Source: an optimization exercise on an open RTL-to-GDS flow (aim: small area and a short achievable clock period). Production flows keep margins and buffers that such runs may drop.
Only simulation tests tie the RTL to the original design; equivalence was not proved.
Power figures rest on the tool's default switching activity, not on a simulated workload.

## residual_block
module residual_block (
    input clk,
    input rst,
    input start,
    output reg done,
    input  signed [127:0] input_tensor,
    input  [7:0]  conv1_weights_flat,
    input  [7:0]  conv1_bias_flat,
    input  [31:0] conv2_weights_flat,
    input  [7:0]  conv2_bias_flat,
    input  [7:0]  conv3_weights_flat,
    input  [7:0]  conv3_bias_flat,
    input  [7:0]  conv_shortcut_weights_flat,
    input  [7:0]  conv_shortcut_bias_flat,
    output reg signed [71:0] output_tensor
);
Settings: LEC_CHECK=0, CAP_MARGIN=20, CORE_MARGIN=2, CORE_UTILIZATION=65, CTS_CLUSTER_DIAMETER=150, CTS_CLUSTER_SIZE=24, SLEW_MARGIN=20, SYNTH_HIERARCHICAL=1; clock period 10.0 ns.
standard.sh (not shown) runs the stock make flow with config.mk's settings and CLKGATE_MAP_FILE= SYNTH_SCRIPT=/design/flow/synth_recipe.tcl, a recipe that flattens the netlist after the stock synthesis.
==> flow/flow/run.sh <==
#!/bin/bash
set -euo pipefail
export BUFFER_PORTS_ARGS="-buffer_cell sky130_fd_sc_hd__buf_1"
export SETUP_SLACK_MARGIN=6.7
export TNS_END_PERCENT=0
bash standard.sh > standard_flow.log 2>&1
Rerun with:
==> flow/flow/run.sh (replaced) <==
#!/bin/bash
set -euo pipefail
export BUFFER_PORTS_ARGS="-buffer_cell sky130_fd_sc_hd__buf_1"
export SETUP_SLACK_MARGIN=6.55
export TNS_END_PERCENT=0
bash standard.sh > standard_flow.log 2>&1
Via count grows by 0.36%.
Combinational power drops by about 1%.
Cell count hardly moves.
Clock power came out lower by about 0.8%.
Rerun with:
==> flow/flow/run.sh (replaced) <==
#!/bin/bash
set -euo pipefail
export BUFFER_PORTS_ARGS="-buffer_cell sky130_fd_sc_hd__buf_1"
export SETUP_SLACK_MARGIN=6.7
export TNS_END_PERCENT=0
bash standard.sh > standard_flow.log 2>&1
CTS_CLUSTER_DIAMETER = 200   (was 150)
CTS_CLUSTER_SIZE = 30   (was 24)
After rerunning: The changed run completed without violations; clock-buffer cell count drops by 2; design area hardly moves; sequential share of layout area stays flat; flip-flop and latch count stays the same; worst hold slack got worse by 0.015 ns; setup slack gets better by 0.026 ns; wire length stays flat.
Rerun with:
CTS_CLUSTER_DIAMETER = 150   (was 200)
CTS_CLUSTER_SIZE = 24   (was 30)
=> Power hardly moves. Routed wire length stays flat. Clock power goes up by 4.6%. Clock skew fell by 0.0030 ns. First-iteration DRC count hardly moves. Die area does not change. Area after synthesis stays the same. Register-to-register slack stays flat. Final area hardly moves. Non-clock buffer count is unchanged. Utilization hardly moves.


Starting RTL as in the previous note.
export LEC_CHECK = 0
export CAP_MARGIN = 20
export CORE_MARGIN = 2
export CORE_UTILIZATION = 40
export SLEW_MARGIN = 20
export SYNTH_HIERARCHICAL = 1
create_clock -name core_clock -period 10.0 [get_ports {clk}]
==> flow/flow/run.sh <==
#!/bin/bash
set -euo pipefail
export BUFFER_PORTS_ARGS="-buffer_cell sky130_fd_sc_hd__buf_1"
export SETUP_SLACK_MARGIN=6.7
bash standard.sh > standard_flow.log 2>&1
Then changed:
==> flow/flow/run.sh (replaced) <==
#!/bin/bash
set -euo pipefail
export BUFFER_PORTS_ARGS="-buffer_cell sky130_fd_sc_hd__buf_1"
export SETUP_SLACK_MARGIN=6.7
export TNS_END_PERCENT=0
bash standard.sh > standard_flow.log 2>&1
- CTS_CLUSTER_DIAMETER: unset -> 200
- CTS_CLUSTER_SIZE: unset -> 30
Total power is lower by 12%.
Via count shrinks by 1.5%.
Worst setup slack degrades by 0.047 ns.
Clock skew came out higher by 0.014 ns.
Global-route usage shrinks by 0.32 points.
Die area is unchanged.
Cell count came out lower by 1.7%.
Sequential share of layout area went up by 1.2 points.
Cell area came out lower by 4.2%.


## run E
residual_block again, from the RTL that the note above started with.
==> flow/config.mk <==
export PLATFORM = sky130hd
export DESIGN_NAME = residual_block
export DESIGN_NICKNAME = residual_block
export VERILOG_FILES = /design/flow/design.v
export SDC_FILE = /design/flow/constraint.sdc
export NUM_CORES = 4
export LEC_CHECK = 0
export CAP_MARGIN = 20
export CORE_MARGIN = 2
export CORE_UTILIZATION = 65
export SLEW_MARGIN = 20
export SYNTH_HIERARCHICAL = 1
==> flow/constraint.sdc <==
create_clock -name core_clock -period 10.0 [get_ports {clk}]
set_input_delay 2.0000 -clock core_clock [delete_from_list [all_inputs] [get_ports {clk}]]
set_output_delay 2.0000 -clock core_clock [all_outputs]
set_load 0.01 [all_outputs]
==> flow/flow/run.sh <==
#!/bin/bash
set -euo pipefail
export BUFFER_PORTS_ARGS="-buffer_cell sky130_fd_sc_hd__buf_1"
export SETUP_SLACK_MARGIN=6.7
export TNS_END_PERCENT=0
bash standard.sh > standard_flow.log 2>&1
Every stage of the flow completed for run E, and the final layout passed the timing, DRC and antenna checks.
diff inputs: run E => run C
diff --git a/flow/config.mk b/flow/config.mk
--- a/flow/config.mk
+++ b/flow/config.mk
@@ -8,5 +8,7 @@
 export CAP_MARGIN = 20
 export CORE_MARGIN = 2
-export CORE_UTILIZATION = 65
+export CORE_UTILIZATION = 40
+export CTS_CLUSTER_DIAMETER = 150
+export CTS_CLUSTER_SIZE = 24
 export SLEW_MARGIN = 20
 export SYNTH_HIERARCHICAL = 1
Results
Between run C and run E, the slack of the critical path does not differ in any meaningful way.
Measured against each other, run E and run C differ in detailed-route vias per instance, the higher figure coming from run E.
Setup slack after placement, run E and run C: lower on run C
Diff run E -> run C: post-cts sizing count shows a reduction of 1, detailed-placement wirelength estimate picked up an extra 4.1%, fraction of the cycle the final worst path needs flat.
Via count ends up higher on run E.
From run E to run C the numbers moved as follows: peak clock frequency supported by timing about even; first-pass GRT wire length rose about 2.6%; areal power density over the cells fell about 7%.
Area of all placed cells without fillers: run C < run E

what the ideal ports hide:
The flow's constraints put no driver on any port. The routed layouts listed below were extracted and timed again, unchanged, in two steps. Step 1 assumes that a clkbuf_16 drives the clock port and a buf_2 every other input. Step 2 moves the port delays by t, midway between the first and last clock arrival at a register: inputs arrive t later, outputs are due t later. That takes back most of the time a late clock gives input paths. Slacks: no drivers / after step 1 / after step 2; pairs: no drivers / after step 1.
run | t, ns | setup WS [ns] | worst setup path at the end | latest minus earliest clock arrival (ns) | worst register clock-pin slew, ns
the first run of note 1 | 0.540 | 6.613 / 6.613 / 6.321 | input to register | 0.021 / 0.021 | 0.10 / 0.10
the second run of note 1 | 0.540 | 6.581 / 6.581 / 6.312 | input to register | 0.016 / 0.016 | 0.10 / 0.10
the third run of note 1 | 0.549 | 6.608 / 6.608 / 6.337 | input to register | 0.030 / 0.031 | 0.12 / 0.12
the fourth run of note 1 | 0.540 | 6.613 / 6.613 / 6.321 | input to register | 0.021 / 0.021 | 0.10 / 0.10
the first run of note 2 | 0.611 | 6.635 / 6.635 / 6.321 | input to register | 0.013 / 0.013 | 0.06 / 0.06
the second run of note 2 | 0.550 | 6.589 / 6.589 / 6.347 | input to register | 0.033 / 0.033 | 0.12 / 0.12
run E | 0.599 | 6.579 / 6.579 / 6.315 | input to register | 0.022 / 0.022 | 0.07 / 0.07
run C | 0.553 | 6.581 / 6.581 / 6.333 | input to register | 0.040 / 0.040 | 0.10 / 0.10
After both steps setup and hold are still met in every run listed. For the first run of note 2, which loses most, drivers alone change the setup slack by 0.000 ns; drivers and shift together by -0.314 ns.
